This is an optimization exercise on Yosys and OpenROAD, whose aim is small area, not a production implementation.
Function was checked by simulation only, so behaviour that the tests miss may differ from the original.
Power figures rest on the tool's default switching activity, not on a simulated workload.

--- flow/design.v ---
module gshare
	#(  parameter GH_WIDTH = 8,
		parameter PC_WIDTH = 32,
		parameter INDEX_W  = 8
	)
	(
	input clk,ares,sync_reset,
	input [PC_WIDTH-1:0] instr_data,
	input instr_valid,
	input [INDEX_W-1:0] pred_result_idx,
	input pred_result_data,
	input pred_result_valid,
	output [INDEX_W+1-1:0] pred_data,
	output pred_valid
);
	localparam N = 256;
	reg [N-1:0] dir_n;      
	reg [N-1:0] str;        
	reg [7:0] ghist;
	reg clr_pend;           
	reg wb_valid;           
	reg [7:0] wb_idx;
	reg wb_taken;
	genvar g, k;
	wire clear = clr_pend | sync_reset;
	wire [15:0] b_row = 16'd1 << wb_idx[7:4];
	wire [15:0] b_col = 16'd1 << wb_idx[3:0];
	wire [15:0] row_dir, row_str;
	generate for (g = 0; g < 16; g = g + 1) begin : rd
		assign row_dir[g] = |(b_col & ~dir_n[g*16 +: 16]);
		assign row_str[g] = |(b_col & str[g*16 +: 16]);
	end endgenerate
	wire cur_dir = |(b_row & row_dir);
	wire cur_str = |(b_row & row_str);
	wire new_dir = cur_str ? cur_dir : wb_taken;
	wire new_str = cur_dir ~^ wb_taken;
	wire [7:0] idx = instr_data[7:0] ^ ghist;
	wire [7:0] lo_sel = 8'd1 << idx[2:0];
	wire [31:0] grp;
	generate for (g = 0; g < 32; g = g + 1) begin : prd
		assign grp[g] = |(lo_sel & dir_n[g*8 +: 8]);
	end endgenerate
	wire tbl_dir_n = grp[idx[7:3]];
	wire p_hit = wb_valid & (wb_idx == idx);
	assign pred_data = {idx, p_hit ? new_dir : (clr_pend | ~tbl_dir_n)};
	assign pred_valid = instr_valid;
	wire [15:0] w_row = (b_row & {16{wb_valid}}) | {16{clear}};
	wire [15:0] w_col = b_col | {16{clear}};
	wire w_dir_n = ~clear & ~new_dir;
	wire w_str = ~clear & new_str;
	integer i;
	always @(posedge clk) begin
		for (i = 0; i < N; i = i + 1)
			if (w_row[i/16] & w_col[i%16]) begin
				dir_n[i] <= w_dir_n;
				str[i] <= w_str;
			end
	end
	always @(posedge clk or posedge ares) begin
		if (ares) begin
			clr_pend <= 1'b1;
			wb_valid <= 1'b0;
		end else begin
			clr_pend <= 1'b0;
			wb_valid <= pred_result_valid & ~sync_reset;
		end
	end
	always @(posedge clk) begin
		wb_idx <= pred_result_idx;
		wb_taken <= pred_result_data;
	end
	always @(posedge clk or posedge ares) begin
		if (ares) ghist <= 8'd0;
		else if (sync_reset) ghist <= 8'd0;
		else if (pred_result_valid) ghist <= {ghist[6:0], pred_result_data};
	end
endmodule
--- flow/flow/run.sh ---
#!/bin/bash
set -euo pipefail
W=$(pwd)
# synthesis script: synth_recipe.tcl, sourcing a copy of ORFS synth.tcl whose
# abc call uses our script
sed "s#log_cmd abc {\*}\$abc_args#log_cmd abc -script $W/flow/abc.script {*}[lrange \$abc_args 2 end]#" \
  "$FLOW_HOME/scripts/synth.tcl" > "$W/area_synth_main.tcl"
grep -q "flow/abc.script" "$W/area_synth_main.tcl"
sed "s#\$::env(SCRIPTS_DIR)/synth.tcl#$W/area_synth_main.tcl#" "$W/synth_recipe.tcl" > "$W/area_synth.tcl"
grep -q "area_synth_main.tcl" "$W/area_synth.tcl"
sed "s#SYNTH_SCRIPT=[^ ]*#SYNTH_SCRIPT=$W/area_synth.tcl#" "$W/standard.sh" > "$W/area_standard.sh"
grep -q "area_synth.tcl" "$W/area_standard.sh"
export BUFFER_PORTS_ARGS="-buffer_cell sky130_fd_sc_hd__buf_1"
bash "$W/area_standard.sh" finish > "$W/flow_make.log" 2>&1
--- flow/flow/abc.script ---
strash
&get -n
&st
&dch -f
&nf -a -R 1000
&put
strash
&get -n
&st
&dch -f
&nf -a -R 1000
&put
strash
&get -n
&st
&dch -f
&nf -a -R 1000
&put
--- flow/standard.sh ---
#!/bin/bash
# synth_recipe.tcl (not shown) runs the flow's synth.tcl, then flattens the netlist and writes it again
# the make line also repeats each setting of config.mk as NAME=value (left out here)
make -C /OpenROAD-flow-scripts/flow DESIGN_CONFIG=/design/flow/config.mk WORK_HOME=/design/flow/orfs CLKGATE_MAP_FILE= SYNTH_SCRIPT=/design/flow/synth_recipe.tcl "${@:-finish}"
--- flow/config.mk ---
export PLATFORM = sky130hd
export DESIGN_NAME = gshare
export DESIGN_NICKNAME = gshare
export VERILOG_FILES = /design/flow/design.v
export SDC_FILE = /design/flow/constraint.sdc
export NUM_CORES = 4
export LEC_CHECK = 0
export CAP_MARGIN = 5
export CORE_MARGIN = 2
export CORE_UTILIZATION = 72
export CTS_BUF_LIST = sky130_fd_sc_hd__clkbuf_8
export CTS_CLUSTER_DIAMETER = 60
export CTS_CLUSTER_SIZE = 16
export PLACE_DENSITY = 0.82
export SLEW_MARGIN = 5
--- flow/constraint.sdc ---
create_clock -name core_clock -period 9.0 [get_ports {clk}]
set_input_delay 1.8000 -clock core_clock [delete_from_list [all_inputs] [get_ports {clk}]]
set_output_delay 1.8000 -clock core_clock [all_outputs]
set_load 0.01 [all_outputs]
==> results of run 1 <==
-- critical path: stages, from the launching register on --
cell,delay (ns)
dfxtp_1,0.75
nor2b_1,0.21
nand2_1,0.67
buf_4,0.34
o22ai_1,0.12
nor3_1,0.20
o221ai_1,0.14
nor4_1,0.30
o221ai_1,0.22
a31oi_1,0.30
nand3_1,0.10
a2111oi_0,0.79
nand4_1,0.30
mux2_1,0.46
nand2_1,0.08
o21ai_0,0.11
buf_1,0.16
-- sequential cells by signal, indices dropped and copies added (netlist names) --
register	flops
ghist	8
clr_pend	1
str	256
wb_valid	1
wb_idx	8
wb_taken	1
dir_n	256
-- cells by family after synthesis --
group / after synthesis / synth area share (%)
other: 1 / 0.0177
flip-flops: 531 / 74.7
multiplexers: 1 / 0.0532
AND/OR/NAND/NOR: 478 / 9.51
buffers and inverters: 8 / 0.160
AO/OA/AOI/OAI: 407 / 15.0
XOR/XNOR: 13 / 0.538
-- power breakdown --
| group | switching (mW) | internal (mW) | leakage [nW] | total [mW] |
|---|---|---|---|---|
| Sequential | 0.138 | 3.05 | 5.56 | 3.19 |
| Clock | 0.753 | 0.445 | 0.353 | 1.20 |
| Combinational | 0.419 | 0.142 | 2.09 | 0.561 |
| Total | 1.31 | 3.64 | 8.00 | 4.95 |
-- metal layers --
metal / vias up / track usage (%)
li1: 6396 / -
met1: 7702 / 62.6
met2: 2258 / 67.3
met3: 702 / 22.9
met4: 6 / 35.1
met5: - / 0.641
-- cell usage in the layout, fill, tap and decap left out, drive strengths merged, types with 2 or more instances in the layout --
cell and n:
nor2b 6, a21oi 27, a22o 14, nor4 23
o211ai 2, a32oi 3, xnor2 10, buf 110
clkbuf 41, o22ai 117, a31oi 16, inv 7
o21ai 20, nand2 50, dfxtp 9, nand2b 8
nor2 311, a221oi 40, nor3 18, a221o 5
nand4 16, nand3 43, dfrtp 9, a22oi 21
a21boi 3, o221ai 12, xor2 3, edfxtp 512
a222oi 121, a311oi 2, clkinv 10
-- worst paths after layout --
path                            startpoint      endpoint  slack (ns)  depth (start not counted)
worst min-delay path              ghist[7]      ghist[7]        0.54                          1
min in group asynchronous             ares      ghist[6]        1.07                          2
max in group asynchronous             ares      clr_pend        7.65                          2
worst max-delay path             wb_idx[1]  pred_data[0]        1.31                         16
worst min register to register    ghist[7]      ghist[7]        0.54                          1
worst max register to register   wb_idx[1]       str[29]        2.25                         15
-- area by class of cell --
class,count,area (um^2)
clock inverter,11,68.8
clock buffer,41,564
sequential,531,15800
fill,1582,5640
timing repair buffer,110,742
tap,384,480
antenna,1,2.50
multi-input combinational,900,5530
inverter,7,26.3
-- through the flow --
step	instance area, um^2	power [mW]
6_report	23200	4.95
5_1_grt	23200	5.02
4_1_cts	23200	4.86
3_3_place_gp	22600	3.72
3_5_place_dp	22600	3.75
2_1_floorplan	21200	3.48
==> results.toml, run 1 <==
[sta]
final-setup-viol-count = 0
worst_margin_slew_ns = 1.30
fmaxAchievable_mhz = 130
finalMaxSlewViolations = 0
holdWs_ns = 0.545
slew_headroom_pct = 13.3
finalWorstPathRequiredPeriod_ns = 7.69
setup-tns-final_ns = 0
report.final.hold_viol_count = 0
fin_crit_sh_pct = 85.4
rsz0062_at_grt = "false"
finalClockSkew_ns = 0.0487
worst_slack_ns = 1.31

[clock_tree]
cts-resized-gates = 0
clock_sink_count = 531
clk_latency_ns = 0.63
cts.htree.levels = 2
cts-root-to-sink-buffers = 3
tritoncts = "done"
cts-root-buf = "clkbuf_8"
tritoncts.num_buffers = 39
clkTransAtPathRegs_ns = 0.11
cts.hold.buffers_added = 0
post_cts.repair.setup_buffers = 0

[route]
wl_met1_mm = 21.5
num_vias = 17100
vias_per_cell = 8.60
totalWireLength_mm = 75.7
wl_met2_mm = 30.0
top_signal_layer_used = "met5"
dr.pass1.iters = 13
met3_length_mm = 16.2
wire_per_inst_um = 38.1
route.antenna.remaining_nets = 0
dr.first_iter.drc_count = 5942
remaining_drc_errors = 0

[worst_setup_path]
timing.critical_path.fanout_max = 16
critPathCaptureType = "output pin"
worst_ep_required_time_ns = 7.20
worstSetupPathType = "reg2out"
worstSetupStartpointType = "flop"
critPathArrivalTime_ns = 5.89

[global_routing]
first_global_vias = 16600
groute.usage.overall_pct = 49.3
grt_max_degree = 167
global_route.overflow_total = 0
grt_antenna_before_repair = 3
grt_first_pass_wirelength_mm = 107

[place]
dpl_worst_slack_ns = 1.92
routabilityCongestion = 1.02
post-place-cells = 1931
numPortBuffers = 29
place_hpwl_mm = 45.0

[cells_and_area]
layout.cells.non_filler = 1985
number_of_nets_in_the_layout = 1635
drive_gt1_share_pct = 10.8
area.growth.synth_to_final_pct = 9.72
utilization_pct = 80.5

[synth]
ys_ff_latch = 531
yosysTopAreaCell = "edfxtp_1"
syn_nets = 1485
post_synth.cell_area_avg_um2 = 14.7
leading_register_cell_type_out_of_synthesis = "edfxtp_1"
postSynthCellCount = 1439
yosys.area.top_type_share_pct = 72.6
synth.most_common_cell = "edfxtp_1"
synth-async-reset-ratio_pct = 1.88
synth_cell_type_count = 39
synth-seq-area-share_pct = 74.7
synth_edf_count = 512
synth.cells.most_frequent = "512 x edfxtp_1, 311 x nor2_1, 121 x a222oi_1, 117 x o22ai_1, 50 x nand2_1"
syn-cell-area_mm2 = 0.0212
synthTopCellsByArea = "edfxtp_1 73%, a222oi_1 5.7%, nor2_1 5.5%"
yosysWarningCount = 1

[floorplan]
dieArea_mm2 = 0.0308
placeableCoreArea_mm2 = 0.0289
die_height_um = 175
io_pins = 56
start_util_pct = 73.3
die_width_um = 175
row_count = 62

[pwr]
power-per-cell-area_mw_per_mm2 = 213
p_leak_nw = 8.00
vdd.ir_drop.worst_uv = 178

[outcome]
result_of_the_run = "complete, no violations"

[worst_hold_path]
timing.hold.worst.class = "reg2reg"

[job]
max_cap_viol_count = 0
==> inputs of run 2 (changes only) <==
--- a/flow/flow/run.sh
+++ b/flow/flow/run.sh
@@ -11,4 +11,5 @@
 sed "s#SYNTH_SCRIPT=[^ ]*#SYNTH_SCRIPT=$W/area_synth.tcl#" "$W/standard.sh" > "$W/area_standard.sh"
 grep -q "area_synth.tcl" "$W/area_standard.sh"
 export BUFFER_PORTS_ARGS="-buffer_cell sky130_fd_sc_hd__buf_1"
+export CTS_ARGS="-sink_clustering_enable -repair_clock_nets -dont_use_dummy_load -buf_list sky130_fd_sc_hd__clkbuf_8 -sink_clustering_size 16 -sink_clustering_max_diameter 60"
 bash "$W/area_standard.sh" finish > "$W/flow_make.log" 2>&1
==> flow/config.mk (replaced) <==
export PLATFORM = sky130hd
export DESIGN_NAME = gshare
export DESIGN_NICKNAME = gshare
export VERILOG_FILES = /design/flow/design.v
export SDC_FILE = /design/flow/constraint.sdc
export NUM_CORES = 4
export LEC_CHECK = 0
export CAP_MARGIN = 10
export CORE_MARGIN = 2
export CORE_UTILIZATION = 72
export PLACE_DENSITY = 0.82
export SLEW_MARGIN = 10
==> results.toml, run 2 <==
[clock_tree]
cts.hold.buffers_added = 0
tritoncts = "done"
clock_sink_count = 531
tritoncts.num_buffers = 39
post_cts.repair.setup_buffers = 0
cts-resized-gates = 0
clk_latency_ns = 0.61
cts-root-to-sink-buffers = 3
cts-root-buf = "clkbuf_8"
clkTransAtPathRegs_ns = 0.10
cts.htree.levels = 2

[route]
totalWireLength_mm = 75.5
num_vias = 17100
vias_per_cell = 8.66
route.antenna.remaining_nets = 0
dr.pass1.iters = 13
remaining_drc_errors = 0
wire_per_inst_um = 38.3
dr.first_iter.drc_count = 5720

[synth]
synthTopCellsByArea = "edfxtp_1 73%, a222oi_1 5.7%, nor2_1 5.5%"
post_synth.cell_area_avg_um2 = 14.7
yosysTopAreaCell = "edfxtp_1"
synth-simple-area-share_pct = 9.51
yosys.area.top_type_share_pct = 72.6
synth.mux.area_fraction_pct = 0.0532
ys_ff_latch = 531
synth-async-reset-ratio_pct = 1.88
synth_top_family_by_area = "compound AO/OA/AOI/OAI gates"
synth.most_common_cell = "edfxtp_1"
yosysWarningCount = 1
synth_cell_type_count = 39
synth_fa_ha_area_share_pct = 0
synth.cells.most_frequent = "512 x edfxtp_1, 311 x nor2_1, 121 x a222oi_1, 117 x o22ai_1, 50 x nand2_1"
syn-cell-area_mm2 = 0.0212
synth_compound_area_share_pct = 15.0
synth_edf_count = 512
syn_nets = 1485
synth_xor_xnor_area_share_pct = 0.538
postSynthCellCount = 1439
synth-seq-area-share_pct = 74.7
leading_register_cell_type_out_of_synthesis = "edfxtp_1"

[sta]
final-setup-viol-count = 0
finalMaxSlewViolations = 0
finalWorstPathRequiredPeriod_ns = 7.66
worst_margin_slew_ns = 1.20
holdWs_ns = 0.540
setup-tns-final_ns = 0
fin_crit_sh_pct = 85.1
report.final.hold_viol_count = 0
finalClockSkew_ns = 0.0582
rsz0062_at_grt = "false"
slew_headroom_pct = 19.6
fmaxAchievable_mhz = 131

[outcome]
result_of_the_run = "complete, no violations"

[place]
routabilityCongestion = 1.02
place_hpwl_mm = 45.0
numPortBuffers = 29
post-place-cells = 1931

[worst_setup_path]
timing.critical_path.fanout_max = 16
worstSetupPathType = "reg2out"
reg2reg_slack_ns = 2.26
timing.critical_path.from = "wb_idx[1]"
reg2reg_from = "wb_idx[1]"
critical_path.reg2reg.endpoint = "str[29]"
worst_ep_required_time_ns = 7.20
worstSetupStartpointType = "flop"
critPathCaptureType = "output pin"
worst_path_max_delay_cell = "a2111oi_0"
category_of_cells_accounting_for_the_largest_share_of_critical_path_delay = "simple AND/OR/NAND/NOR gates"
crit_chain = "nor2b_1 -> nand2_1 -> buf_4 -> o22ai_1 -> nor3_1 -> o221ai_1 -> nor4_1 -> o221ai_1 -> a31oi_1 -> nand3_1 -> a2111oi_0 -> nand4_1 -> mux2_1 -> nand2_1 -> o21ai_0 -> buf_1"
timing.critical_path.slowest_cell_delay_ns = 0.79
critPathArrivalTime_ns = 5.86
worst-path-buf-inv = 2
depth_of_the_worst_register_to_register_path = 15

[pwr]
vdd.ir_drop.worst_uv = 175
power-per-cell-area_mw_per_mm2 = 210
p_leak_nw = 7.92

[global_routing]
grt_max_degree = 167
first_global_vias = 16500
grt_antenna_before_repair = 1
grt_first_pass_wirelength_mm = 107
global_route.overflow_total = 0
groute.usage.overall_pct = 49.1

[floorplan]
start_util_pct = 73.3
io_pins = 56
placeableCoreArea_mm2 = 0.0289
die_width_um = 175
row_count = 62
dieArea_mm2 = 0.0308
die_height_um = 175

[cells_and_area]
drive_gt1_share_pct = 10.7
layout.cells.most_common_list = "512 x edfxtp_1, 276 x nor2_1, 121 x a222oi_1"
largestRegisters = "dir_n: 256 flops, str: 256 flops"
layout_commonest_cell = "edfxtp_1"
layout.cells.non_filler = 1971
area.growth.synth_to_final_pct = 9.26
number_of_nets_in_the_layout = 1634

[worst_hold_path]
worst_hold_path_stage_count = 1
holdCritStartpoint = "ghist[7]"
worst_hold_path.endpoint = "ghist[7]"
timing.hold.worst.class = "reg2reg"

[job]
max_cap_viol_count = 0
run 2: worst max path at each step:
stage | slack, ns | to | cells past startpoint
3_3_place_gp | 2.01 | pred_data[0] | 14
2_1_floorplan | 1.53 | dir_n[0] | 11
4_1_cts | 1.79 | pred_data[0] | 16
5_1_grt | 1.53 | pred_data[0] | 16
6_report | 1.34 | pred_data[0] | 16
3_5_place_dp | 1.92 | pred_data[0] | 14
run 2: logic make-up (layout without fill, tap and decap cells):
kind of cell           Yosys count  in the layout
other                            1              2
XOR/XNOR                        13             13
flip-flops                     531            531
buffers and inverters            8            155
AND/OR/NAND/NOR                478            478
AO/OA/AOI/OAI                  407            407
multiplexers                     1              1
run 2: metrics by stage:
stage / area [um^2] / utilization, % / total power [mW] / setup WS, ns
after floorplan: 21200 / - / 3.48 / 1.53
after global placement: 22600 / 78.2 / 3.72 / 2.01
final: 23100 / 80.1 / 4.87 / 1.34
after CTS: 23100 / 80.0 / 4.79 / 1.79
after detailed placement: 22600 / 78.2 / 3.75 / 1.92
after global routing: 23100 / 80.1 / 4.95 / 1.53
run 2: where the power goes:
part / leakage, nW / switching, mW / internal [mW]
Sequential: 5.56 / 0.138 / 3.05
Combinational: 2.08 / 0.419 / 0.142
Clock: 0.280 / 0.728 / 0.391
run 2: final cells by class:
class	count	area (um^2)
Sequential cell	531	15800
Fill cell	1594	5730
Multi-Input combinational cell	900	5540
Timing Repair Buffer	109	734
Clock buffer	39	537
Tap cell	384	480
Inverter	7	26.3
Antenna cell	1	2.50
run 2: metal layers:
layer  track usage [%]  vias up  part of all wire, %
met5             0.641        -                    0
met4              36.5        0                   11
met3              22.6      740                   21
met2              66.5     2258                   40
met1              62.2     7696                   28
li1                  -     6381                    -
==> inputs of run 3 (changes only) <==
--- a/flow/design.v
+++ b/flow/design.v
@@ -14,7 +14,7 @@
 	output pred_valid
 );
 	localparam N = 256;
-	reg [N-1:0] dir_n;      
+	reg [N-1:0] dir;        
 	reg [N-1:0] str;        
 	reg [7:0] ghist;
 	reg clr_pend;           
@@ -27,7 +27,7 @@
 	wire [15:0] b_col = 16'd1 << wb_idx[3:0];
 	wire [15:0] row_dir, row_str;
 	generate for (g = 0; g < 16; g = g + 1) begin : rd
-		assign row_dir[g] = |(b_col & ~dir_n[g*16 +: 16]);
+		assign row_dir[g] = |(b_col & dir[g*16 +: 16]);
 		assign row_str[g] = |(b_col & str[g*16 +: 16]);
 	end endgenerate
 	wire cur_dir = |(b_row & row_dir);
@@ -38,21 +38,21 @@
 	wire [7:0] lo_sel = 8'd1 << idx[2:0];
 	wire [31:0] grp;
 	generate for (g = 0; g < 32; g = g + 1) begin : prd
-		assign grp[g] = |(lo_sel & dir_n[g*8 +: 8]);
+		assign grp[g] = |(lo_sel & dir[g*8 +: 8]);
 	end endgenerate
-	wire tbl_dir_n = grp[idx[7:3]];
+	wire tbl_dir = grp[idx[7:3]];
 	wire p_hit = wb_valid & (wb_idx == idx);
-	assign pred_data = {idx, p_hit ? new_dir : (clr_pend | ~tbl_dir_n)};
+	assign pred_data = {idx, p_hit ? new_dir : (clr_pend | tbl_dir)};
 	assign pred_valid = instr_valid;
 	wire [15:0] w_row = (b_row & {16{wb_valid}}) | {16{clear}};
 	wire [15:0] w_col = b_col | {16{clear}};
-	wire w_dir_n = ~clear & ~new_dir;
+	wire w_dir = clear | new_dir;
 	wire w_str = ~clear & new_str;
 	integer i;
 	always @(posedge clk) begin
 		for (i = 0; i < N; i = i + 1)
 			if (w_row[i/16] & w_col[i%16]) begin
-				dir_n[i] <= w_dir_n;
+				dir[i] <= w_dir;
 				str[i] <= w_str;
 			end
 	end
==> results.toml, run 3 <==
[sta]
finalClockSkew_ns = 0.0315
fin_crit_sh_pct = 81.6
finalWorstPathRequiredPeriod_ns = 7.35
worst_margin_slew_ns = 1.33
report.final.hold_viol_count = 0
final-setup-viol-count = 0
fmaxAchievable_mhz = 136
rsz0062_at_grt = "false"
finalMaxSlewViolations = 0
slew_headroom_pct = 11.6
setup-tns-final_ns = 0

[floorplan]
die_width_um = 175
row_count = 62
die_height_um = 175
placeableCoreArea_mm2 = 0.0287
io_pins = 56
dieArea_mm2 = 0.0306
start_util_pct = 73.3

[global_routing]
groute.usage.overall_pct = 44.8
global_route.overflow_total = 0
groute.layer.met3.usage_pct = 15.7
gr_met2_demand_resource_pct = 65.0
grt_antenna_before_repair = 0
top_usage_layer = "met2"
grt_first_pass_wirelength_mm = 98.2
grt.met1_usage_pct = 58.4
first_global_vias = 15800
grt_max_degree = 109

[worst_setup_path]
depth_of_the_worst_register_to_register_path = 14
timing.critical_path.from = "instr_data[1]"
worst_ep_required_time_ns = 7.20
cp_num_cells = 14
critPathCaptureType = "output pin"
timing.critical_path.slowest_cell_delay_ns = 0.90
worstSetupStartpointType = "primary input"
timing.critical_path.fanout_max = 25
reg2reg_from = "wb_idx[3]"
crit_chain = "buf_1 -> xnor2_1 -> clkinv_1 -> or2_0 -> nor2_4 -> buf_4 -> a222oi_1 -> a31oi_1 -> o21ai_0 -> nand3_1 -> a31o_1 -> a221oi_1 -> mux2i_1 -> buf_1"
crit_top_cell = "buf_1"
critPathArrivalTime_ns = 5.55
worst_path_max_delay_cell = "nor2_4"
worstSetupPathType = "in2out"
category_of_cells_accounting_for_the_largest_share_of_critical_path_delay = "simple AND/OR/NAND/NOR gates"
worst-path-buf-inv = 4

[synth]
yosysWarningCount = 1
leading_register_cell_type_out_of_synthesis = "edfxtp_1"
synth_edf_count = 512
syn-cell-area_mm2 = 0.0210
postSynthCellCount = 1379
synth-async-reset-ratio_pct = 1.88
yosys.area.top_type_share_pct = 73.1
synth-seq-area-share_pct = 75.1
yosysTopAreaCell = "edfxtp_1"
synthTopCellsByArea = "edfxtp_1 73%, a222oi_1 8.9%, nor2_1 5.4%"
ys_ff_latch = 531
synth.most_common_cell = "edfxtp_1"
synth.cells.most_frequent = "512 x edfxtp_1, 302 x nor2_1, 188 x a222oi_1, 68 x nand3_1, 52 x a221oi_1"
post_synth.cell_area_avg_um2 = 15.3
syn_nets = 1425
synth_cell_type_count = 32

[route]
dr.first_iter.drc_count = 4494
wire_per_inst_um = 36.0
dr.pass1.iters = 11
route.antenna.remaining_nets = 0
num_vias = 16100
vias_per_cell = 8.52
remaining_drc_errors = 0
totalWireLength_mm = 68.1

[job]
max_cap_viol_count = 0

[cells_and_area]
layout.cells.most_common_list = "512 x edfxtp_1, 268 x nor2_1, 188 x a222oi_1"
drive_gt1_share_pct = 9.77
number_of_nets_in_the_layout = 1553
layout.cells.non_filler = 1890
largestRegisters = "dir: 256 flops, str: 256 flops"
area.growth.synth_to_final_pct = 8.62
layout_commonest_cell = "edfxtp_1"

[worst_hold_path]
worst_hold_path_stage_count = 1
holdCritStartpoint = "ghist[7]"
timing.hold.worst.class = "reg2reg"

[clock_tree]
tritoncts = "done"
clk_latency_ns = 0.59
cts-resized-gates = 0
cts-root-buf = "clkbuf_8"
tritoncts.num_buffers = 39
post_cts.repair.setup_buffers = 0
clock_sink_count = 531
cts.hold.buffers_added = 0
clkTransAtPathRegs_ns = 0.10
cts.htree.levels = 2
cts-root-to-sink-buffers = 3

[place]
place_hpwl_mm = 38.4
post-place-cells = 1850
numPortBuffers = 29
routabilityCongestion = 0.971

[pwr]
vdd.ir_drop.worst_uv = 158
p_total_mw = 4.74
power-per-cell-area_mw_per_mm2 = 207
p_leak_nw = 7.31

[outcome]
result_of_the_run = "complete, no violations"
[run 3: per-layer routing]
metal  routed length [um]  vias up
met5                    0        -
met3                13000      491
met2                28900     1931
li1                     -     6178
met1                20400     7502
met4                 5800        0
[run 3: final timing paths]
check | end | slack, ns
min in group asynchronous | ghist[2] | 1.09
worst max-delay path | pred_data[0] | 1.65
max in group asynchronous | clr_pend | 7.64
worst max register to register | dir[168] | 3.08
worst min register to register | ghist[7] | 0.54
worst min-delay path | ghist[7] | 0.54
[run 3: cell type report]
class / instances / area, um^2
flip-flops and latches: 531 / 15800
fillers: 1595 / 5850
multi-input cells: 839 / 5450
repair buffers: 88 / 552
clock buffers: 39 / 537
well taps: 384 / 480
inverters: 8 / 30.0
diodes: 1 / 2.50
[run 3: logic make-up (layout without fill, tap and decap cells)]
group | count (synthesis) | count (layout) | share of synthesized area (%)
DFF | 531 | 531 | 75.1
AOI/OAI and AO/OA | 361 | 361 | 15.0
and+or+nand+nor | 464 | 464 | 9.16
other | 1 | 2 | 0.0178
muxes | 2 | 2 | 0.0951
xor gates and xnor gates | 11 | 11 | 0.458
buffers and inverters | 9 | 135 | 0.178
[run 3: where the power goes]
| part | total, mW | internal, mW | switching (mW) |
|---|---|---|---|
| sequential | 3.09 | 2.99 | 0.0981 |
| combinational | 0.546 | 0.144 | 0.402 |
| clock | 1.10 | 0.391 | 0.707 |
[run 3: per-stage QoR]
step | setup WS, ns | area (um^2) | utilization (%) | hold slack (ns)
2_1_floorplan | 0.743 | 21000 | - | 0.495
3_3_place_gp | 1.95 | 22300 | 77.7 | 0.510
3_5_place_dp | 1.93 | 22300 | 77.7 | 0.517
4_1_cts | 1.89 | 22800 | 79.6 | 0.540
5_1_grt | 1.63 | 22900 | 79.6 | 0.586
6_report | 1.65 | 22900 | 79.6 | 0.543

==> what the ideal ports hide <==
No port has a modelled driver above. Below, the same layouts with a new extraction and two added sets of constraints.
Step 1: set_driving_cell puts a clkbuf_16 on clk and a buf_2 on each other input, an assumption about the parent block.
Step 2 times the ports against the registers' clock, not the clock port: input delays grow and output delays shrink by t, the midpoint of the rising clock arrivals with the driver on.
Three values: no drivers, after step 1, after step 2; two values: the first two.
run	shift t [ns]	setup WS [ns]	cell pins on the clock port's net
run 1	0.653	1.311 / 1.258 / 1.517	1
run 2	0.636	1.342 / 1.291 / 1.540	1
run 3	0.625	1.654 / 1.627 / 1.627	1
After both steps setup and hold are still met in every run listed. The setup slack of run 3, which loses most, moves by -0.027 ns with the drivers and by -0.027 ns with both steps.
